Source: an optimization exercise on an open RTL-to-GDS flow (aim: small area). Production flows keep margins and buffers that such runs may drop. RTL that was checked went through simulation tests only; none was proved equivalent to the original. Only the layout flow was run in runs 3 to 5; the RTL was not checked for function there. The flow treats the clock pin as an ideal source, which a real chip does not have. No activity file was given, so power comes from the tool's default toggle rates.

<file path="flow/standard.sh">
#!/bin/bash
# synth_recipe.tcl (not shown) runs the flow's synth.tcl, then flattens the netlist and writes it again
# the make line also repeats each setting of config.mk as NAME=value (left out here)
make -C /OpenROAD-flow-scripts/flow DESIGN_CONFIG=/design/flow/config.mk WORK_HOME=/design/flow/orfs CLKGATE_MAP_FILE= SYNTH_SCRIPT=/design/flow/synth_recipe.tcl "${@:-finish}"
</file>
<file path="flow/design.v">
`timescale 1ns / 1ps
module home_automation (
    input clk,
    input rst,
    output trig,
    input echo,
    output scl,
    input sda_i,
    output sda_o,
    input [3:0] sw,
    output [2:0] led,
    output [7:0] temp
);
    reg [14:0] tl;
    reg trig_r;
    wire tl_z = (tl == 15'h0000);
    wire tl_e = (tl == 15'h46c7);
    always @(posedge clk or posedge rst) begin
        if (rst) begin
            tl <= 0;
            trig_r <= 0;
        end else begin
            tl <= {tl[13] ^ tl_e, tl[12:0], ~(tl[14] ^ tl[9] ^ tl[6] ^ tl[4])};
            trig_r <= tl_z | (trig_r & !tl_e);
        end
    end
    assign trig = trig_r;
    reg meas;
    reg [5:0] dur;
    reg dvalid;
    reg near;
    always @(posedge clk or posedge rst) begin
        if (rst) begin
            meas <= 0;
            dvalid <= 0;
            near <= 1;
        end else begin
            meas <= echo;
            if (!echo && meas) begin
                dvalid <= 1;
                near <= (dur != 6'd59);
            end
        end
    end
    always @(posedge clk) begin
        if (echo && !meas) dur <= 0;
        else if (echo && dur != 6'd59) dur <= dur + 1'b1;
    end
    localparam [2:0] S_IDLE = 3'b000, S_START = 3'b001, S_RS = 3'b010, S_STOP = 3'b011,
                     S_SA = 3'b100, S_SR = 3'b101, S_RA = 3'b110, S_RD = 3'b111;
    reg [2:0] state;
    reg [4:0] dc;
    reg [2:0] bc;
    reg [2:0] bn;
    reg cal_done;
    reg scl_out, sda_out;
    reg [4:0] tempr;
    wire bus = state[2];
    wire tick = bus && dc[1];
    wire idle = (state == S_IDLE);
    wire iblk = idle && (dc == 5'd31);
    wire wdone = idle ? (bn == 3'd5 && bc == 3'd1 && dc == 5'd16) : (dc[4] & dc[2]);
    wire rd = (state == S_RD);
    wire sample = rd && tick && scl_out;
    wire adv = rd && tick && !scl_out;
    wire bdec = tick && !scl_out;
    wire bend = bdec && (bc == 3'd0);
    wire [7:0] sdata = (state == S_SA) ? 8'hDC : (cal_done ? 8'hFA : 8'h88);
    always @(posedge clk or posedge rst) begin
        if (rst) begin
            state <= S_IDLE;
            scl_out <= 1;
            sda_out <= 1;
            dc <= 0;
            bc <= 3'd7;
            bn <= 3'd6;
            cal_done <= 0;
        end else begin
            dc <= (bus ? dc[1] : wdone) ? 5'd0 : dc + 1'b1;
            if (tick) scl_out <= ~scl_out;
            if (bdec || iblk) bc <= bc - 1'b1;
            else if (state == S_START && wdone) bc <= 3'd7;
            if (tick && scl_out && !state[1]) sda_out <= sdata[bc];
            if (!bus && wdone) begin
                case (state)
                    S_IDLE: state <= S_START;
                    S_START: begin state <= S_SA; sda_out <= 0; end
                    S_RS: begin state <= S_RA; sda_out <= 1; end
                    default: begin state <= S_IDLE; sda_out <= 0; scl_out <= 0; end
                endcase
            end
            if (bend) bn <= (state == S_RA) ? {1'b0, cal_done, cal_done} : bn + 1'b1;
            else if (iblk && bc == 3'd0) bn <= bn + 1'b1;
            if (bend) begin
                case (state)
                    S_SA: state <= S_SR;
                    S_SR: state <= S_RS;
                    S_RA: state <= S_RD;
                    default: if (bn == 3'd5) begin
                        state <= S_STOP;
                        cal_done <= 1;
                    end
                endcase
            end
        end
    end
    assign scl = scl_out;
    assign sda_o = sda_out;
    reg [15:0] t1r, t2r, t3r;
    reg [31:0] p;
    reg [20:0] x;
    wire [15:0] t2 = {t2r[7:0], t2r[15:8]};
    wire ph0 = rd && tick && (cal_done ? (bn == 3'd3) : (bn == 3'd4)) && (bc[2] || (bc == 3'd3 && scl_out));
    wire lo = sample && (cal_done ? (bn == 3'd4) : (bn == 3'd5));
    wire hi = sample && cal_done && (bn == 3'd5);
    wire shr8 = adv && cal_done && (bn == 3'd4) && (bc == 0);
    wire cap = sample && (bc == 0) && (bn == 3'd5);
    wire cph = (rd && !scl_out && bc == 0 && bn == 3'd5) ||
               ((state == S_STOP) && !dc[4] && !(dc[3] && dc[2] && (dc[1] || dc[0])));
    wire dsum = (state == S_STOP) && (dc[4:0] == 5'd13);
    wire dstep = (state == S_STOP) && (dc[4:0] >= 5'd14) && (dc[4:0] <= 5'd18);
    wire last = (state == S_STOP) && dc[4] && dc[2];
    wire t1bit = t1r[7] && !(lo && bc == 0);
    wire rbit = lo && cal_done && sda_i;
    wire dig_en = (ph0 || lo) && (t1bit ^ rbit);
    wire dig_neg = (ph0 || lo) && t1bit && !rbit;
    wire dig_pos = (ph0 || lo) && !t1bit && rbit;
    wire dq = (p[9:0] >= 10'd400);
    reg [34:0] yv;
    always @(*) begin
        yv = 35'd0;
        if (ph0 || lo) yv[31:0] = {{16{dig_neg}}, (t2 & {16{dig_pos}}) | (~t2 & {16{dig_neg}})};
        if (hi && sda_i) yv[23:8] = t2;
        if (cph && t3r[7]) yv[20:0] = x;
        if (dsum) yv[33:13] = x;
        if (dstep && dq) yv[9:0] = 10'd225;
    end
    wire [34:0] av = {2'b00, p, 1'b0};
    wire [35:0] cy;
    wire [34:0] s;
    assign cy[0] = dig_neg;
    genvar gi;
    generate
        for (gi = 0; gi < 35; gi = gi + 1) begin : rca
            assign s[gi] = av[gi] ^ yv[gi] ^ cy[gi];
            assign cy[gi + 1] = (av[gi] & yv[gi]) | (av[gi] & cy[gi]) | (yv[gi] & cy[gi]);
        end
    endgenerate
    wire step = ph0 || lo || hi || cph || dstep;
    wire pclr = (state == S_IDLE) || cap;
    wire pen = pclr || shr8 || dsum || step;
    wire [31:0] pd = shr8 ? {8'd0, p[31:8]} : ({32{!pclr}} & (dsum ? {s[31:10], s[34:25]} : s[31:0]));
    always @(posedge clk) begin
        if (pen) p <= pd;
        if (cap) x <= s[31:11];
        if (sample && !cal_done && bn[2:1] == 2'b00) t1r <= {t1r[14:0], sda_i};
        else if (ph0 || (lo && bc != 0)) t1r <= {t1r[14:0], t1r[15]};
        if (sample && !cal_done && bn[2:1] == 2'b01) t2r <= {t2r[14:0], sda_i};
        if (sample && !cal_done && bn[2:1] == 2'b10) t3r <= {t3r[14:0], sda_i};
        else if (cph) t3r <= {t3r[14:0], t3r[15]};
    end
    always @(posedge clk or posedge rst) begin
        if (rst) tempr <= 0;
        else if (last) tempr <= p[4:0];
    end
    assign temp = {3'b000, tempr};
    reg code_ok;
    reg [14:0] bl;
    reg bh;
    reg blink_r;
    reg light_r, fan_r;
    always @(posedge clk or posedge rst) begin
        if (rst) code_ok <= 0;
        else code_ok <= (sw == 4'b1010);
    end
    wire bl_e = (bl == 15'h24f5);
    wire bl_h = (bl == 15'h495d);
    wire bl_w = (bl == 15'h4000);
    always @(posedge clk or posedge rst) begin
        if (rst) begin
            bl <= 0;
            bh <= 1;
            blink_r <= 0;
        end else begin
            blink_r <= !code_ok && bh;
            if (!code_ok) begin
                bl <= {bl[13:0], ~(bl[14] ^ bl[13]) ^ bl_e};
                if (bl_h) bh <= 0;
                else if (bl_w) bh <= 1;
            end
        end
    end
    always @(posedge clk or posedge rst) begin
        if (rst) begin
            light_r <= 0;
            fan_r <= 0;
        end else begin
            if (dvalid && near && code_ok) begin
                light_r <= 1;
                fan_r <= 1;
            end else begin
                light_r <= 0;
            end
            if (tempr > 5'd25 && code_ok) fan_r <= 1;
            else if (!near) fan_r <= 0;
        end
    end
    assign led = {blink_r, fan_r, light_r};
endmodule
</file>
<file path="flow/flow/run.sh">
#!/bin/bash
export BUFFER_PORTS_ARGS="-buffer_cell sky130_fd_sc_hd__buf_1"
export CTS_ARGS="-sink_clustering_enable -dont_use_dummy_load -root_buf sky130_fd_sc_hd__clkbuf_8 -buf_list sky130_fd_sc_hd__clkbuf_4 -repair_clock_nets"
export POST_CTS_TCL="$PWD/flow/post_cts.tcl"
bash standard.sh > standard_flow.log 2>&1
</file>
<file path="flow/flow/post_cts.tcl">
set n_up 0
foreach inst [get_cells *] {
  if { [get_property $inst ref_name] ne "sky130_fd_sc_hd__clkbuf_4" } { continue }
  set fanout 0
  foreach pin [get_pins -of_objects $inst] {
    if { [get_property $pin direction] eq "output" } {
      set net [get_nets -of_objects $pin]
      set fanout [expr { [llength [get_pins -of_objects $net]] - 1 }]
    }
  }
  if { $fanout > 11 } {
    replace_cell $inst sky130_fd_sc_hd__clkbuf_8
    incr n_up
  }
}
puts "post_cts: upsized $n_up clock buffers"
if { $n_up > 0 } {
  detailed_placement
  estimate_parasitics -placement
}
</file>
<file path="flow/config.mk">
export PLATFORM = sky130hd
export DESIGN_NAME = home_automation
export DESIGN_NICKNAME = home_automation
export VERILOG_FILES = /design/flow/design.v
export SDC_FILE = /design/flow/constraint.sdc
export NUM_CORES = 4
export LEC_CHECK = 0
export CAP_MARGIN = 20
export CORE_MARGIN = 2
export CORE_UTILIZATION = 65
export CTS_BUF_LIST = sky130_fd_sc_hd__clkbuf_8
export CTS_CLUSTER_DIAMETER = 300
export CTS_CLUSTER_SIZE = 40
export SLEW_MARGIN = 20
</file>
<file path="flow/constraint.sdc">
create_clock -name core_clock -period 30.0 [get_ports {clk}]
set_input_delay 6.0000 -clock core_clock [delete_from_list [all_inputs] [get_ports {clk}]]
set_output_delay 6.0000 -clock core_clock [all_outputs]
set_load 0.01 [all_outputs]
</file>
==> flow_summary.ini, run 1 <==
[outcome]
outcome = no timing/DRC/antenna violations

[timing]
grt_setup_unrepaired = false
setup_viol = 0
setup_tns_ns = 0
worst_slew_pin_slew_ns = 0.996
fin_hold_ws_ns = 0.387
fin_skew_ns = 0.0322
slew-limit-headroom_pct = 33.0
fin_crit_sh_pct = 66.0
final_hold_viol_count = 0
max_freq_mhz = 50.5
slew_violations = 0
layout_min_cycle_time_ns = 19.81

[logic_synthesis]
synth_top_area_share_pct = 37.2
synth_cell_type_count = 62
ys.flop_type = edfxtp_1
synthArstFlopShare_pct = 36.3
avgSynthCellArea_sq_um = 12.4
yosys.area.top_type = edfxtp_1
seq_area_frac_synth_pct = 57.5
netlist_area_sq_um = 8160
synth_edf_count = 101
synthTopCellsByCount = edfxtp_1 (101), nand2_1 (79), dfrtp_1 (52)
synthTopCellsByArea = edfxtp_1 (37%), dfrtp_1 (16%), fa_1 (7.8%)
ys_ff_latch = 168
netlist_instances = 656
yosysMostFrequentCell = edfxtp_1
yosysWarnings = 1

[floorplan]
fp-row-count = 40
io_pins = 22
die-area_sq_um = 13500
die_h_microns = 116
start_util_pct = 67.4
core_sq_um = 12100
dieWidth_microns = 116

[min_path]
hold_class = reg2reg
hold_depth = 0

[worst_setup_path]
cp.depth = 49
slowest_stage = fa_1
worstRegToRegCells = 48
max_stage_delay_ns = 0.41
cp_max_fo = 14
crit_path_start_kind = input pin
worst-endpoint-required_ns = 30.17
cp_common_cell = fa_1
endpoint_kind = register
rrSetupSlack_ns = 14.85
cp_num_buf_inv = 8
worstPathArrival_ns = 19.98
crit_type = in2reg
cp_top_family = adder cells

[pwr]
p_comb_share_pct = 4.5
p_per_area_nw_per_um2 = 44.0
static-leakage-power_nw = 3.32
internal_power_uw = 296
power_frac_clock_pct = 25.4
ir_worst_vdd_v = 0.0000454
seq_power_share_pct = 70.1
p_sw_share_pct = 21.2
p_switching_uw = 79.5

[detailed_routing]
drt_wl_total_microns = 16300
num_vias = 5265
first_pass_iters = 9
ant_nets = 0
wl_per_cell_microns = 19.5
drc = 0
vias_per_cell = 6.28
drt_first_iter_violations = 523

[finish]
antenna_cells_inserted = 0
seq_area_sq_um = 4690
n_fill_cell = 874
multi_input_area_sq_um = 3230
area_growth_pct = 4.43
layout-drive-gt1-share_pct = 11.2
final_nets = 730

[grt]
grt_pass1_wl_microns = 26300
antenna_found_initial = 0
grt_max_degree = 37
grt_pass1_vias = 5080
grt.overflow.total = 0
grt_usage_pct = 26.6

[clocking]
cts.clk_slew.worst_paths_ns = 0.09
cts_sinks = 168
clk_latency_ns = 0.43
tritoncts = yes

[placement]
dp_hpwl_microns = 11700
numPortBuffers = 18
routabilityCongestion = 0.994

[flow_run]
cap_violations = 0
[power groups by stage]
| stage | logic, mW | registers [mW] | clock network [mW] |
|---|---|---|---|
| 3_3_place_gp | 0.0164 | 0.267 | 0 |
| 3_5_place_dp | 0.0174 | 0.268 | 0 |
| 6_report | 0.0170 | 0.263 | 0.0951 |
| 5_1_grt | 0.0192 | 0.265 | 0.107 |
| 2_1_floorplan | 0.0152 | 0.265 | 0 |
[state kept, by name (all words and copies together), names as in the netlist, 3 cells and up]
register	cells
t3r	16
state	3
dc	5
p	32
tempr	5
t2r	16
t1r	16
x	21
dur	6
bl	15
tl	15
bn	3
bc	3
[final cells by class]
| cell class | instances | area share [%] |
|---|---|---|
| Timing Repair Buffer | 27 | 1.59 |
| Multi-Input combinational cell | 429 | 37.8 |
| Tap cell | 168 | 2.47 |
| Inverter | 29 | 1.28 |
| Sequential cell | 168 | 55.0 |
| Clock buffer | 17 | 1.79 |
[layout by cell type, fill, tap and decap left out, drive strengths merged, types with 3 or more instances in the layout]
cell	n
and2	16
buf	27
mux2	26
mux2i	3
ha	18
nand2	79
edfxtp	101
dfstp	9
a22o	27
o21ai	38
a22oi	10
xnor2	4
inv	29
nor2b	3
a221o	7
nor2	25
and3	5
dfrtp	52
o22ai	6
a21oi	21
o31ai	3
fa	32
nor3	27
dfxtp	6
a31oi	5
nand4	8
conb	3
o21a	3
or3	6
clkbuf	17
nor4	7
nand3b	3
nand3	12
nand2b	5
[cell families after synthesis]
logic type      after synthesis  synth area share, %
simple gates                206                 12.7
flops                       168                 57.5
compound gates              135                 11.3
buf+inv                      61                 3.28
fa+ha+maj                    50                 10.6
mux                          29                 3.96
xor+xnor                      6                0.644
other cells                   1               0.0459
[routing by layer]
metal | up-vias | routed length (microns) | track usage, %
met4 | 0 | 520 | 11.6
met5 | - | 0 | 0
met2 | 186 | 7650 | 41.1
met3 | 37 | 1080 | 6.07
li1 | 2419 | - | -
met1 | 2623 | 7090 | 36.8
[final timing paths]
check | startpoint | endpoint
min in group asynchronous | rst | bl[2]
hold / removal | tl[11] | tl[12]
setup / recovery | sda_i | p[8]
setup reg to reg | state[2] | p[8]
hold reg to reg | tl[11] | tl[12]
max in group asynchronous | rst | sda_out
[through the flow]
step / instances / area [sq um] / utilization, % / setup slack, ns / total power [mW]
after global placement: 821 / 8370 / 69.1 / 10.15 / 0.284
after global routing: 838 / 8520 / 70.4 / 9.61 / 0.391
after floorplan: 658 / 8170 / - / 10.84 / 0.280
after detailed placement: 821 / 8370 / 69.1 / 9.86 / 0.285
final: 838 / 8520 / 70.4 / 10.19 / 0.375
==> run 2, diff against run 1 <==
==> flow/flow/run.sh (replaced) <==
#!/bin/bash
export BUFFER_PORTS_ARGS="-buffer_cell sky130_fd_sc_hd__buf_1"
export CTS_ARGS="-sink_clustering_enable -dont_use_dummy_load -root_buf sky130_fd_sc_hd__clkbuf_8 -buf_list sky130_fd_sc_hd__clkbuf_4 -repair_clock_nets"
export POST_CTS_TCL="$PWD/flow/post_cts.tcl"
export POST_FLOORPLAN_TCL="$PWD/flow/post_floorplan.tcl"
bash standard.sh > standard_flow.log 2>&1
==> flow/flow/post_floorplan.tcl (new file) <==
# After floorplan: every combinational cell is set to the lowest drive strength
# of its function (synthesis sized some up for its own load model); repair_design
# in placement then upsizes or buffers wherever slew or load needs it.
set n_down 0
foreach inst [get_cells *] {
  set m [get_property $inst ref_name]
  if { ![regexp {^(sky130_fd_sc_hd__[a-z0-9]+)_([0-9]+)$} $m -> base drv] } { continue }
  if { $drv <= 1 } { continue }
  if { [regexp {df|clk|conb|tap|dly|fill|decap|lpflow|diode} $base] } { continue }
  foreach d {1 0} {
    if { [llength [get_lib_cells -quiet */${base}_$d]] > 0 } {
      replace_cell $inst ${base}_$d
      incr n_down
      break
    }
  }
}
puts "post_floorplan: set $n_down cells to their lowest drive strength"
==> run 2 against run 1 <==
Effect of this change: routed wire length rose by 0.29%; sequential share of layout area rose by 0.065 points; area after synthesis did not move; die area did not move; critical endpoint unchanged; flip-flop and latch count did not move; clock power rose by 3.9%; power rose by 0.58%; highest routed layer unchanged; non-clock buffer count rose by 1.
==> flow_summary.ini, run 2 <==
[outcome]
outcome = no timing/DRC/antenna violations

[detailed_routing]
wl_per_cell_microns = 19.5
drt_wl_total_microns = 16400
first_pass_iters = 6
ant_nets = 0
drt_first_iter_violations = 466
drc = 0
num_vias = 5185
vias_per_cell = 6.18

[finish]
layout-drive-gt1-share_pct = 6.11
antenna_cells_inserted = 0
final_cell_mix = edfxtp_1 (101), nand2_1 (79), dfrtp_1 (52), o21ai_0 (36), fa_1 (32)
area_growth_pct = 4.31
top_register = p
final_nets = 731
final_common_cell = edfxtp_1
reg_top3 = p x32, x x21
largest_reg_flops = 32

[floorplan]
io_pins = 22
fp-row-count = 40
dieWidth_microns = 116
die-area_sq_um = 13500
start_util_pct = 67.4
core_sq_um = 12100
die_h_microns = 116

[worst_setup_path]
slowest_stage = a21oi_1
cp-startpoint = sda_i
crit_path_start_kind = input pin
rrSetupSlack_ns = 14.32
cp_common_cell = fa_1
reg2reg_from = state[2]
endpoint = p[8]
worst-endpoint-required_ns = 30.18
worstReg2RegEnd = p[8]
worstRegToRegCells = 48
max_stage_delay_ns = 0.63
cp_max_fo = 14
worstPathArrival_ns = 20.52
crit_type = in2reg
endpoint_kind = register

[grt]
grt_usage_pct = 26.5
grt_pass1_wl_microns = 26300
antenna_found_initial = 0
grt_max_degree = 37
grt.overflow.total = 0
grt_pass1_vias = 5065

[logic_synthesis]
avgSynthCellArea_sq_um = 12.4
synth_edf_count = 101
synth_compound_area_share_pct = 11.3
yosysMostFrequentCell = edfxtp_1
synth_xor_area_share_pct = 0.644
synth_cell_type_count = 62
ys.flop_type = edfxtp_1
yosysWarnings = 1
seq_area_frac_synth_pct = 57.5
yosys-mux-area-fraction_pct = 3.96
synth_top_area_share_pct = 37.2
yosys.area.top_type = edfxtp_1
netlist_instances = 656
ys_ff_latch = 168
synth-simple-area-share_pct = 12.7
synth-adder-area-share_pct = 10.6
synthTopCellsByArea = edfxtp_1 (37%), dfrtp_1 (16%), fa_1 (7.8%)
netlist_area_sq_um = 8160
synth_top_family_by_area = simple AND/OR/NAND/NOR gates
synthArstFlopShare_pct = 36.3
synthTopCellsByCount = edfxtp_1 (101), nand2_1 (79), dfrtp_1 (52)

[min_path]
hold_depth = 0
hold_class = reg2reg

[timing]
grt_setup_unrepaired = false
final_hold_viol_count = 0
slew_violations = 0
fin_skew_ns = 0.0386
slew-limit-headroom_pct = 43.0
setup_viol = 0
worst_slew_pin_slew_ns = 0.848
setup_tns_ns = 0
fin_crit_sh_pct = 67.8
layout_min_cycle_time_ns = 20.34
max_freq_mhz = 49.2

[pwr]
power_uw = 377
p_per_area_nw_per_um2 = 44.3
ir_worst_vdd_v = 0.0000423
static-leakage-power_nw = 3.33

[clocking]
tritoncts = yes
cts.clk_slew.worst_paths_ns = 0.10
cts_sinks = 168
clk_latency_ns = 0.43

[placement]
dp_hpwl_microns = 11800
numPortBuffers = 18
routabilityCongestion = 0.986

[flow_run]
cap_violations = 0
-- run 2: cell counts after synthesis --
Identical to the previous run, type by type.
-- run 2: layout make-up --
type	count	area, sq um
timing repair buffer	28	143
clock buffer	17	165
tap	168	210
fill	866	3600
sequential	168	4690
multi-input combinational	429	3200
inverter	29	109
-- run 2: cell families (layout without fill, tap and decap cells) --
kind of cell,after synthesis,after routing
other,1,3
muxes,29,29
and+or+nand+nor,206,206
AOI/OAI and AO/OA,135,135
xor gates and xnor gates,6,6
buffers and inverters,61,74
adders and majority gates,50,50
DFF,168,168
-- run 2: metrics by stage --
stage	util [%]	area, sq um	instances	hold WS (ns)	setup slack [ns]
floorplan	-	8170	658	0.354	10.84
global placement	68.9	8350	822	0.359	9.79
detailed placement	68.9	8350	822	0.368	9.28
global route	70.3	8510	839	0.388	9.13
finish	70.3	8510	839	0.376	9.66
-- run 2: power breakdown --
part / switching, mW / total [mW] / internal, mW
registers: 0.0100 / 0.263 / 0.253
clock network: 0.0639 / 0.0988 / 0.0349
logic: 0.00698 / 0.0150 / 0.00800
total: 0.0809 / 0.377 / 0.296
-- run 2: worst min path at each step --
stage                       from  endpoint
after floorplan            tl[8]     tl[9]
after global placement     tl[8]     tl[9]
after global routing       tl[8]     tl[9]
final                      tl[8]     tl[9]
after detailed placement  tl[12]    tl[13]
-- run 2: per-layer routing --
metal | share of wire (%) | global-route usage, % | wire (microns) | vias up
met5 | 0 | 0 | 0 | -
li1 | - | - | - | 2408
met3 | 6.2 | 6.28 | 1010 | 28
met4 | 2.6 | 10.2 | 418 | 0
met2 | 47 | 41.2 | 7740 | 195
met1 | 44 | 36.6 | 7220 | 2554
-- run 2: worst max-delay path: cells and delay by family --
family                     cells  cell delay, ns
and+or+nand+nor                3            0.73
buffers and inverters          8            0.69
adders and majority gates     34           12.02
AOI/OAI and AO/OA              4            1.07
==> run 3, diff against run 2 <==
--- a/flow/design.v
+++ b/flow/design.v
@@ -113,12 +113,12 @@
     wire ph0 = rd && tick && (cal_done ? (bn == 3'd3) : (bn == 3'd4)) && (bc[2] || (bc == 3'd3 && scl_out));
     wire lo = sample && (cal_done ? (bn == 3'd4) : (bn == 3'd5));
     wire hi = sample && cal_done && (bn == 3'd5);
-    wire shr8 = adv && cal_done && (bn == 3'd4) && (bc == 0);
+    wire shr8 = (adv && cal_done && (bn == 3'd4) && (bc == 0)) || ((state == S_STOP) && (dc[4:0] == 5'd13));
     wire cap = sample && (bc == 0) && (bn == 3'd5);
     wire cph = (rd && !scl_out && bc == 0 && bn == 3'd5) ||
                ((state == S_STOP) && !dc[4] && !(dc[3] && dc[2] && (dc[1] || dc[0])));
-    wire dsum = (state == S_STOP) && (dc[4:0] == 5'd13);
-    wire dstep = (state == S_STOP) && (dc[4:0] >= 5'd14) && (dc[4:0] <= 5'd18);
+    wire dsum = (state == S_STOP) && (dc[4:0] == 5'd14);
+    wire dstep = (state == S_STOP) && (dc[4:0] >= 5'd15) && (dc[4:0] <= 5'd19);
     wire last = (state == S_STOP) && dc[4] && dc[2];
     wire t1bit = t1r[7] && !(lo && bc == 0);
     wire rbit = lo && cal_done && sda_i;
@@ -126,22 +126,22 @@
     wire dig_neg = (ph0 || lo) && t1bit && !rbit;
     wire dig_pos = (ph0 || lo) && !t1bit && rbit;
     wire dq = (p[9:0] >= 10'd400);
-    reg [34:0] yv;
+    reg [31:0] yv;
     always @(*) begin
-        yv = 35'd0;
+        yv = 32'd0;
         if (ph0 || lo) yv[31:0] = {{16{dig_neg}}, (t2 & {16{dig_pos}}) | (~t2 & {16{dig_neg}})};
         if (hi && sda_i) yv[23:8] = t2;
         if (cph && t3r[7]) yv[20:0] = x;
-        if (dsum) yv[33:13] = x;
+        if (dsum) yv[25:5] = x;
         if (dstep && dq) yv[9:0] = 10'd225;
     end
-    wire [34:0] av = {2'b00, p, 1'b0};
-    wire [35:0] cy;
-    wire [34:0] s;
+    wire [31:0] av = {p[30:0], 1'b0};
+    wire [32:0] cy;
+    wire [31:0] s;
     assign cy[0] = dig_neg;
     genvar gi;
     generate
-        for (gi = 0; gi < 35; gi = gi + 1) begin : rca
+        for (gi = 0; gi < 32; gi = gi + 1) begin : rca
             assign s[gi] = av[gi] ^ yv[gi] ^ cy[gi];
             assign cy[gi + 1] = (av[gi] & yv[gi]) | (av[gi] & cy[gi]) | (yv[gi] & cy[gi]);
         end
@@ -149,7 +149,7 @@
     wire step = ph0 || lo || hi || cph || dstep;
     wire pclr = (state == S_IDLE) || cap;
     wire pen = pclr || shr8 || dsum || step;
-    wire [31:0] pd = shr8 ? {8'd0, p[31:8]} : ({32{!pclr}} & (dsum ? {s[31:10], s[34:25]} : s[31:0]));
+    wire [31:0] pd = shr8 ? {8'd0, p[31:8]} : ({32{!pclr}} & (dsum ? {s[31:10], s[26:17]} : s[31:0]));
     always @(posedge clk) begin
         if (pen) p <= pd;
         if (cap) x <= s[31:11];
==> run 3 against run 2 <==
Effect of this change: non-clock buffer count is 1 lower; worst setup slack gained 2.1 ns; power up 0.47%; sequential power hardly changed; global-route usage up 0.25 points; clock power decreased by 0.7%; cell count rose by 3.6%; flip-flop and latch count unchanged; count of clock-buffer cells in the layout did not move; maximum frequency increased by 12%; highest routed layer unchanged; still clean on timing, DRC and antenna; first-iteration DRC count up 41%; synthesized cell count rose by 4.9%.
==> flow_summary.ini, run 3 <==
[detailed_routing]
wl_per_cell_microns = 19.9
num_vias = 5500
drt_first_iter_violations = 659
ant_nets = 0
drt_wl_total_microns = 17300
drc = 0
vias_per_cell = 6.33
first_pass_iters = 5

[worst_setup_path]
cp_max_fo = 11
crit_type = in2reg
rrSetupSlack_ns = 16.37
worstRegToRegCells = 44
max_stage_delay_ns = 0.43
worstPathArrival_ns = 18.41
worstReg2RegEnd = p[31]
slowest_stage = fa_1
worst-endpoint-required_ns = 30.21
endpoint_kind = register
cp_top_family = adder cells
reg2reg_from = state[2]
crit_path_start_kind = input pin
cp_num_buf_inv = 7
cp_common_cell = fa_1

[floorplan]
fp-row-count = 41
die_h_microns = 118
start_util_pct = 66.9
core_sq_um = 12700
dieWidth_microns = 118
die-area_sq_um = 14000
io_pins = 22

[min_path]
min_to = tl[13]
hold_class = reg2reg
min_from = tl[12]
hold_depth = 0

[logic_synthesis]
seq_area_frac_synth_pct = 55.1
synth_cell_type_count = 78
synth_edf_count = 101
yosysMostFrequentCell = edfxtp_1
ys.flop_type = edfxtp_1
avgSynthCellArea_sq_um = 12.4
netlist_area_sq_um = 8510
netlist_instances = 688
yosys.area.top_type = edfxtp_1
synthArstFlopShare_pct = 36.3
yosysWarnings = 1
synth_top_area_share_pct = 35.6
ys_ff_latch = 168
synthTopCellsByArea = edfxtp_1 (36%), dfrtp_1 (15%), fa_1 (7.1%)
synthTopCellsByCount = edfxtp_1 (101), nand2_1 (59), dfrtp_1 (52), nor2_1 (52), inv_1 (36)

[clocking]
clk_latency_ns = 0.44
cts.clk_slew.worst_paths_ns = 0.11
cts_sinks = 168
tritoncts = yes

[timing]
worst_slew_pin_slew_ns = 0.854
setup_viol = 0
finalWorstSetupSlack_ns = 11.81
layout_min_cycle_time_ns = 18.19
final_hold_viol_count = 0
max_freq_mhz = 55.0
slew-limit-headroom_pct = 42.7
fin_crit_sh_pct = 60.6
grt_setup_unrepaired = false
fin_hold_ws_ns = 0.376
setup_tns_ns = 0
slew_violations = 0
fin_skew_ns = 0.0336

[finish]
layout-drive-gt1-share_pct = 5.74
reg_top3 = p x32, x x21
largest_reg_flops = 32
final_cells = 869
antenna_cells_inserted = 0
final_nets = 755
area_growth_pct = 2.28
top_register = p
final_cell_mix = edfxtp_1 (101), nand2_1 (59), dfrtp_1 (52), nor2_1 (51), inv_1 (36)
final_common_cell = edfxtp_1

[placement]
routabilityCongestion = 0.918
numPortBuffers = 18
dp_cells = 852
dp_hpwl_microns = 12800
place_ws_ns = 11.38

[grt]
grt_use_met3_pct = 6.66
grt_pass1_wl_microns = 28800
use_met2_pct = 41.8
antenna_found_initial = 0
grt_usage_pct = 26.7
grt-busiest-layer = met2
grt.overflow.total = 0
grt_max_degree = 62
grt_use_met1_pct = 37.1
grt_pass1_vias = 5522

[pwr]
p_per_area_nw_per_um2 = 43.5
power_uw = 379
static-leakage-power_nw = 3.32
ir_worst_vdd_v = 0.0000382

[outcome]
outcome = no timing/DRC/antenna violations

[flow_run]
cap_violations = 0
## run 3: cell families (layout without fill, tap and decap cells)
kind of cell	count (synthesis)	count (layout)	share of synthesized area [%]
adder cells (fa/ha/maj)	48	48	9.70
flip-flops	168	168	55.1
AND/OR/NAND/NOR	211	211	12.9
other	1	3	0.0441
multiplexers	31	31	4.13
AO/OA/AOI/OAI	145	145	13.2
XOR/XNOR	10	10	1.03
buffers and inverters	74	81	3.87
## run 3: metrics by stage
step | utilization (%) | area (sq um)
2_1_floorplan | - | 8520
3_3_place_gp | 67.1 | 8530
3_5_place_dp | 67.1 | 8530
5_1_grt | 68.4 | 8700
6_report | 68.4 | 8700
## run 3: metal layers
layer  part of all wire, %  routed length [microns]
met2                    49                     8430
met1                    42                     7310
met5                     0                        0
met3                   6.7                     1170
met4                   2.5                      425
## run 3: how the worst max path moves through the flow
stage / from / end / slack [ns] / cells after the start
final: sda_i / p[31] / 11.81 / 45
after global routing: sda_i / p[31] / 11.25 / 45
after detailed placement: sda_i / p[31] / 11.38 / 45
after global placement: sda_i / p[31] / 11.83 / 45
after floorplan: sda_i / p[31] / 12.40 / 45
## run 3: area by class of cell
class / instances / area (sq um)
multi-input cells: 448 / 3360
well taps: 172 / 215
clock buffers: 17 / 165
flip-flops and latches: 168 / 4690
repair buffers: 27 / 135
fillers: 990 / 4020
inverters: 37 / 139
## run 3: power by group
group / internal, mW / switching, mW
Clock: 0.0349 / 0.0632
Combinational: 0.00865 / 0.00759
Sequential: 0.254 / 0.0104
Total: 0.298 / 0.0812
==> run 4, diff against run 3 <==
--- a/flow/design.v
+++ b/flow/design.v
@@ -13,15 +13,15 @@
 );
     reg [14:0] tl;
     reg trig_r;
-    wire tl_z = (tl == 15'h0000);
-    wire tl_e = (tl == 15'h46c7);
-    always @(posedge clk or posedge rst) begin
-        if (rst) begin
-            tl <= 0;
+    wire tl_s = (tl == 15'h24f5);
+    wire tl_c = (tl == 15'h74ac);
+    always @(posedge clk or posedge rst) begin
+        if (rst) begin
+            tl <= 15'h24f5;
             trig_r <= 0;
         end else begin
-            tl <= {tl[13] ^ tl_e, tl[12:0], ~(tl[14] ^ tl[9] ^ tl[6] ^ tl[4])};
-            trig_r <= tl_z | (trig_r & !tl_e);
+            tl <= {tl[13:0], ~(tl[14] ^ tl[13]) ^ tl_s};
+            trig_r <= tl_s | (trig_r & !tl_c);
         end
     end
     assign trig = trig_r;
@@ -29,6 +29,7 @@
     reg [5:0] dur;
     reg dvalid;
     reg near;
+    reg far;
     always @(posedge clk or posedge rst) begin
         if (rst) begin
             meas <= 0;
@@ -38,13 +39,13 @@
             meas <= echo;
             if (!echo && meas) begin
                 dvalid <= 1;
-                near <= (dur != 6'd59);
+                near <= !far;
             end
         end
     end
     always @(posedge clk) begin
-        if (echo && !meas) dur <= 0;
-        else if (echo && dur != 6'd59) dur <= dur + 1'b1;
+        dur <= (echo && !meas) ? 6'd0 : {dur[4:0], ~(dur[5] ^ dur[4])};
+        far <= !(echo && !meas) && (far || dur == 6'h2a);
     end
     localparam [2:0] S_IDLE = 3'b000, S_START = 3'b001, S_RS = 3'b010, S_STOP = 3'b011,
                      S_SA = 3'b100, S_SR = 3'b101, S_RA = 3'b110, S_RD = 3'b111;
@@ -174,11 +175,10 @@
         else code_ok <= (sw == 4'b1010);
     end
     wire bl_e = (bl == 15'h24f5);
-    wire bl_h = (bl == 15'h495d);
-    wire bl_w = (bl == 15'h4000);
-    always @(posedge clk or posedge rst) begin
-        if (rst) begin
-            bl <= 0;
+    wire bl_h = (bl == 15'h7843);
+    always @(posedge clk or posedge rst) begin
+        if (rst) begin
+            bl <= 15'h49eb;
             bh <= 1;
             blink_r <= 0;
         end else begin
@@ -186,7 +186,7 @@
             if (!code_ok) begin
                 bl <= {bl[13:0], ~(bl[14] ^ bl[13]) ^ bl_e};
                 if (bl_h) bh <= 0;
-                else if (bl_w) bh <= 1;
+                else if (bl_e) bh <= 1;
             end
         end
     end
==> run 4 against run 3 <==
Effect of this change: still clean; synthesized cell count decreased by 4.5%; sequential share of layout area increased by 1.1 points; flip-flop and latch count increased by 1; core utilization increased by 0.11 points; power increased by 2.0%; first-iteration DRC count decreased by 20%; worst setup slack got worse by 0.024 ns; register-to-register slack got worse by 0.07 ns; critical path type unchanged; largest cell class unchanged; largest power group unchanged.
==> flow_summary.ini, run 4 <==
[grt]
antenna_found_initial = 0
grt_max_degree = 62
grt_pass1_wl_microns = 27800
grt_pass1_vias = 5130
grt.overflow.total = 0
grt_usage_pct = 26.4

[placement]
numPortBuffers = 18
place_ws_ns = 11.50
routabilityCongestion = 0.930
dp_hpwl_microns = 12500
dp_cells = 819
postPlaceCellArea_sq_um = 8450

[floorplan]
io_pins = 22
dieWidth_microns = 117
die_h_microns = 117
die-area_sq_um = 13800
core_sq_um = 12600
start_util_pct = 66.5
fp-row-count = 41

[timing]
slew_violations = 0
fin_skew_ns = 0.0447
setup_tns_ns = 0
setup_viol = 0
max_freq_mhz = 54.9
grt_setup_unrepaired = false
final_hold_viol_count = 0
slew-limit-headroom_pct = 32.1
layout_min_cycle_time_ns = 18.22
fin_crit_sh_pct = 60.7
finalWorstSetupSlack_ns = 11.78
worst_slew_pin_slew_ns = 1.01

[min_path]
hold_depth = 0
hold_class = reg2reg

[worst_setup_path]
slowest_stage = o21ai_0
max_stage_delay_ns = 0.72
cp_common_cell = fa_1
worstPathArrival_ns = 18.38
worst-endpoint-required_ns = 30.17
crit_path_start_kind = input pin
endpoint_kind = register
cp_max_fo = 6
crit_type = in2reg
worstRegToRegCells = 44

[detailed_routing]
drt_wl_total_microns = 17200
wl_met1_microns = 7690
route.met2.wl_microns = 8040
drc = 0
drt_first_iter_violations = 527
num_vias = 5252
highest_layer = met4
wl_met3_microns = 1140
first_pass_iters = 5
vias_per_cell = 6.28
wl_per_cell_microns = 20.6
ant_nets = 0

[finish]
final_cells = 836
final_common_cell = edfxtp_1
antenna_cells_inserted = 0
largest_reg_flops = 32
area_growth_pct = 3.07
reg_top3 = p x32, x x21
fin_area_sq_um = 8610
top_register = p
final_cell_mix = edfxtp_1 (101), nand2_1 (54), inv_1 (40), dfrtp_1 (35), o21ai_0 (31)
final_nets = 722
layout-drive-gt1-share_pct = 8.43

[clocking]
cts_sinks = 169
cts.clk_slew.worst_paths_ns = 0.10
clk_latency_ns = 0.44
tritoncts = yes

[logic_synthesis]
netlist_area_sq_um = 8360
synthArstFlopShare_pct = 36.1
synthTopCellsByCount = edfxtp_1 (101), nand2_1 (52), inv_1 (41)
synth_top_area_share_pct = 36.3
yosys.area.top_type = edfxtp_1
synth_edf_count = 101
ys_ff_latch = 169
ys.flop_type = edfxtp_1
yosysWarnings = 1
yosysMostFrequentCell = edfxtp_1
synth_cell_type_count = 74
avgSynthCellArea_sq_um = 12.7
netlist_instances = 657
synthTopCellsByArea = edfxtp_1 (36%), dfrtp_1 (10%), dfstp_2 (8.2%)
seq_area_frac_synth_pct = 56.6

[pwr]
static-leakage-power_nw = 3.45
ir_worst_vdd_v = 0.0000374
p_per_area_nw_per_um2 = 44.9
power_uw = 387

[outcome]
outcome = no timing/DRC/antenna violations

[flow_run]
cap_violations = 0
==> run 4: cell count changes after synthesis, sizes merged, moves of 6 or more <==
cell   change
a21oi     -14
a221o      +6
dfrtp     -17
dfstp     +17
mux2i      +6
nand3      +8
nor2      -23
or2        -6
==> run 4: worst paths after layout <==
path	start	to	slack [ns]
max	sda_i	p[31]	11.78
min	tl[5]	tl[6]	0.38
max reg2reg	state[1]	p[31]	16.30
min reg2reg	tl[5]	tl[6]	0.38
max in group asynchronous	rst	dc[0]	23.73
min in group asynchronous	rst	code_ok	5.76
==> run 4: cell type report <==
class | instances | area [sq um]
Clock buffer | 17 | 159
Timing Repair Buffer | 26 | 128
Inverter | 41 | 154
Tap cell | 172 | 215
Multi-Input combinational cell | 411 | 3230
Fill cell | 935 | 3960
Sequential cell | 169 | 4730
==> run 4: critical path, delay by kind of cell <==
family,cells,cell delay (ns)
fa+ha+maj,31,10.21
buf+inv,7,0.59
compound gates,3,1.05
xor+xnor,1,0.28
simple gates,2,0.26
==> run 4: kinds of logic after synthesis <==
kind of cell / count (synthesis) / share of synthesized area (%)
flops: 169 / 56.6
other cells: 1 / 0.0449
mux: 34 / 4.37
simple gates: 187 / 12.3
fa+ha+maj: 48 / 9.88
compound gates: 134 / 11.9
buf+inv: 79 / 4.34
xor+xnor: 5 / 0.524
==> run 4: metrics by stage <==
step	util [%]	hold slack, ns
after floorplan	-	0.348
after global placement	67.3	0.358
after detailed placement	67.3	0.361
after global routing	68.5	0.393
final	68.5	0.380
==> run 4: power breakdown <==
part | switching (mW) | leakage, nW | internal, mW
Clock | 0.0639 | 0.0912 | 0.0335
Sequential | 0.0107 | 1.83 | 0.261
Combinational | 0.00796 | 1.53 | 0.00974
==> run 4: metal layers <==
layer,GRT usage [%],vias up
met5,0,-
met4,8.89,0
met3,6.13,34
met2,40.5,194
met1,37.6,2614
li1,-,2410
==> run 5, diff against run 4 <==
--- a/flow/design.v
+++ b/flow/design.v
@@ -114,12 +114,12 @@
     wire ph0 = rd && tick && (cal_done ? (bn == 3'd3) : (bn == 3'd4)) && (bc[2] || (bc == 3'd3 && scl_out));
     wire lo = sample && (cal_done ? (bn == 3'd4) : (bn == 3'd5));
     wire hi = sample && cal_done && (bn == 3'd5);
-    wire shr8 = (adv && cal_done && (bn == 3'd4) && (bc == 0)) || ((state == S_STOP) && (dc[4:0] == 5'd13));
+    wire shr8 = adv && cal_done && (bn == 3'd4) && (bc == 0);
     wire cap = sample && (bc == 0) && (bn == 3'd5);
     wire cph = (rd && !scl_out && bc == 0 && bn == 3'd5) ||
                ((state == S_STOP) && !dc[4] && !(dc[3] && dc[2] && (dc[1] || dc[0])));
-    wire dsum = (state == S_STOP) && (dc[4:0] == 5'd14);
-    wire dstep = (state == S_STOP) && (dc[4:0] >= 5'd15) && (dc[4:0] <= 5'd19);
+    wire dsum = (state == S_STOP) && (dc[4:0] == 5'd13);
+    wire dstep = (state == S_STOP) && (dc[4:0] >= 5'd14) && (dc[4:0] <= 5'd18);
     wire last = (state == S_STOP) && dc[4] && dc[2];
     wire t1bit = t1r[7] && !(lo && bc == 0);
     wire rbit = lo && cal_done && sda_i;
@@ -127,22 +127,22 @@
     wire dig_neg = (ph0 || lo) && t1bit && !rbit;
     wire dig_pos = (ph0 || lo) && !t1bit && rbit;
     wire dq = (p[9:0] >= 10'd400);
-    reg [31:0] yv;
+    reg [34:0] yv;
     always @(*) begin
-        yv = 32'd0;
+        yv = 35'd0;
         if (ph0 || lo) yv[31:0] = {{16{dig_neg}}, (t2 & {16{dig_pos}}) | (~t2 & {16{dig_neg}})};
         if (hi && sda_i) yv[23:8] = t2;
         if (cph && t3r[7]) yv[20:0] = x;
-        if (dsum) yv[25:5] = x;
+        if (dsum) yv[33:13] = x;
         if (dstep && dq) yv[9:0] = 10'd225;
     end
-    wire [31:0] av = {p[30:0], 1'b0};
-    wire [32:0] cy;
-    wire [31:0] s;
+    wire [34:0] av = {2'b00, p, 1'b0};
+    wire [35:0] cy;
+    wire [34:0] s;
     assign cy[0] = dig_neg;
     genvar gi;
     generate
-        for (gi = 0; gi < 32; gi = gi + 1) begin : rca
+        for (gi = 0; gi < 35; gi = gi + 1) begin : rca
             assign s[gi] = av[gi] ^ yv[gi] ^ cy[gi];
             assign cy[gi + 1] = (av[gi] & yv[gi]) | (av[gi] & cy[gi]) | (yv[gi] & cy[gi]);
         end
@@ -150,7 +150,7 @@
     wire step = ph0 || lo || hi || cph || dstep;
     wire pclr = (state == S_IDLE) || cap;
     wire pen = pclr || shr8 || dsum || step;
-    wire [31:0] pd = shr8 ? {8'd0, p[31:8]} : ({32{!pclr}} & (dsum ? {s[31:10], s[26:17]} : s[31:0]));
+    wire [31:0] pd = shr8 ? {8'd0, p[31:8]} : ({32{!pclr}} & (dsum ? {s[31:10], s[34:25]} : s[31:0]));
     always @(posedge clk) begin
         if (pen) p <= pd;
         if (cap) x <= s[31:11];
==> run 5 against run 4 <==
Effect of this change: still clean; hold slack worse by 0.012 ns; first-iteration DRC count up 9.5%; register-to-register slack got worse by 1.7 ns; power rose by 0.33%; clock power is 2.5% higher.
==> flow_summary.ini, run 5 <==
[outcome]
outcome = no timing/DRC/antenna violations

[finish]
seq_area_sq_um = 4730
final_nets = 718
antenna_cells_inserted = 0
layout-drive-gt1-share_pct = 8.81
final_cell_mix = edfxtp_1 (101), nand2_1 (57), dfrtp_1 (35), fa_1 (32), inv_1 (29)
n_fill_cell = 953
multi_input_area_sq_um = 3270
reg_top3 = p x32, x x21
top_register = p
largest_reg_flops = 32
final_common_cell = edfxtp_1
area_growth_pct = 3.80
fin_area_sq_um = 8640

[timing]
setup_viol = 0
worst_slew_pin_slew_ns = 0.973
setup_tns_ns = 0
slew_violations = 0
grt_setup_unrepaired = false
final_hold_viol_count = 0
fin_skew_ns = 0.0385
fin_hold_ws_ns = 0.368
max_freq_mhz = 50.3
layout_min_cycle_time_ns = 19.89
fin_crit_sh_pct = 66.3
slew-limit-headroom_pct = 34.6

[logic_synthesis]
netlist_instances = 648
seq_area_frac_synth_pct = 56.9
synthTopCellsByCount = edfxtp_1 (101), nand2_1 (57), dfrtp_1 (35)
ys.flop_type = edfxtp_1
synthTopCellsByArea = edfxtp_1 (36%), dfrtp_1 (11%), dfstp_2 (8.2%)
yosysWarnings = 1
ys_ff_latch = 169
synthArstFlopShare_pct = 36.1
synth_edf_count = 101
yosysMostFrequentCell = edfxtp_1
yosys.area.top_type = edfxtp_1
netlist_area_sq_um = 8320
synth_cell_type_count = 67
synth_top_area_share_pct = 36.5
avgSynthCellArea_sq_um = 12.8

[floorplan]
fp-row-count = 41
die_h_microns = 117
core_sq_um = 12600
dieWidth_microns = 117
die-area_sq_um = 13700
io_pins = 22
start_util_pct = 66.2

[grt]
grt_pass1_vias = 5019
grt.overflow.total = 0
grt_usage_pct = 26.0
grt_max_degree = 62
antenna_found_initial = 0
grt_pass1_wl_microns = 26400

[worst_setup_path]
max_stage_delay_ns = 0.41
cp_common_cell = fa_1
worst-endpoint-required_ns = 30.20
crit_path_start_kind = input pin
cp_max_fo = 10
endpoint_kind = register
slowest_stage = fa_1
crit_type = in2reg
worstPathArrival_ns = 20.09

[pwr]
seq_power_share_pct = 69.8
p_comb_share_pct = 4.5
static-leakage-power_nw = 3.61
power_uw = 388
internal_power_uw = 305
power_frac_clock_pct = 25.7
p_switching_uw = 82.5
ir_worst_vdd_v = 0.0000374
p_sw_share_pct = 21.3
p_per_area_nw_per_um2 = 44.9

[detailed_routing]
drt_first_iter_violations = 577
wl_per_cell_microns = 19.8
vias_per_cell = 6.21
ant_nets = 0
first_pass_iters = 5
num_vias = 5155
drt_wl_total_microns = 16400
drc = 0

[placement]
postPlaceCellArea_sq_um = 8470
routabilityCongestion = 0.859
dp_hpwl_microns = 11700
numPortBuffers = 18

[flow_run]
cap_violations = 0

[min_path]
hold_class = reg2reg

[clocking]
cts.clk_slew.worst_paths_ns = 0.10
clk_latency_ns = 0.44
tritoncts = yes
cts_sinks = 169
run 5: changes by cell type after synthesis, moves of 6 or more:
cell      before  now
nor3_1        14    8
nand3b_1       3   11
nand3_1       17    9
a22o_1        15   27
and2_1        12   24
o21ai_0       31   24
a21o_1         5   13
inv_1         41   30
a22oi_1        1    8
a211oi_1      11    2
run 5: cells by family (layout without fill, tap and decap cells):
group,Yosys count,in the layout,share of synthesized area (%)
adder cells (fa/ha/maj),50,50,10.4
flip-flops,169,169,56.9
AND/OR/NAND/NOR,187,187,12.3
other,1,3,0.0451
AO/OA/AOI/OAI,138,138,12.2
buffers and inverters,67,75,3.64
XOR/XNOR,4,4,0.421
multiplexers,32,32,4.17
run 5: final cells by class:
type                            count  area share, %
Multi-Input combinational cell    414           37.9
Clock buffer                       17           1.91
Tap cell                          172           2.49
Timing Repair Buffer               28           1.65
Sequential cell                   169           54.8
Inverter                           30           1.30
run 5: final timing paths:
check / start / endpoint / slack [ns] / depth (start not counted)
min in group asynchronous: rst / tl[1] / 5.74 / 3
hold reg to reg: tl[5] / tl[6] / 0.37 / 0
setup reg to reg: state[2] / p[8] / 14.59 / 48
max in group asynchronous: rst / meas / 23.76 / 3
setup / recovery: sda_i / p[8] / 10.11 / 49
hold / removal: tl[5] / tl[6] / 0.37 / 0
run 5: power groups by stage:
stage	Sequential [mW]	Combinational [mW]	Clock (mW)
after global placement	0.275	0.0169	0
after floorplan	0.272	0.0173	0
final	0.271	0.0174	0.0998
after global routing	0.273	0.0198	0.113
after detailed placement	0.276	0.0177	0
run 5: routing by layer:
layer	GRT usage, %	vias to the layer above	wire length (microns)
li1	-	2386	-
met3	6.64	33	1120
met4	9.65	0	436
met1	37.2	2522	7260
met5	0	-	0
met2	39.1	214	7610
run 5: worst max-delay path: cells and delay by family:
family	cells	cell delay, ns
AO/OA/AOI/OAI	4	0.87
adder cells (fa/ha/maj)	34	11.96
buffers and inverters	7	0.57
multiplexers	1	0.12
AND/OR/NAND/NOR	3	0.57
run 5: per-stage QoR:
| stage | worst slack, ns | util (%) | instances |
|---|---|---|---|
| final | 10.11 | 68.7 | 830 |
| after global routing | 9.59 | 68.7 | 830 |
| after detailed placement | 9.63 | 67.4 | 813 |
| after global placement | 10.15 | 67.4 | 813 |
| after floorplan | 10.78 | - | 650 |

[afterwards: timing with drivers on the ports]
The flow's constraints put no driver on any port. The routed layouts listed below were extracted and timed again, unchanged, in two steps. Step 1: set_driving_cell puts a clkbuf_16 on clk and a buf_2 on each other input, an assumption about the parent block. Step 2 times the ports against the registers' clock, not the clock port: input delays grow and output delays shrink by t, the midpoint of the rising clock arrivals with the driver on. a / b / c = ideal / step 1 / step 2; a / b = the first two.
run | t, ns | slack for setup (ns) | worst setup path at the end | worst data-port slew with drivers (ns)
run 1 | 0.452 | 10.190 / 10.202 / 9.750 | input to register | 0.03
run 2 | 0.451 | 9.664 / 9.681 / 9.230 | input to register | 0.03
run 3 | 0.461 | 11.806 / 11.822 / 11.361 | input to register | 0.03
run 4 | 0.458 | 11.782 / 11.794 / 11.336 | input to register | 0.03
run 5 | 0.460 | 10.108 / 10.126 / 9.666 | input to register | 0.03
After both steps setup and hold are still met in every run listed. For run 4, which loses most, drivers alone change the setup slack by +0.012 ns; drivers and shift together by -0.446 ns.
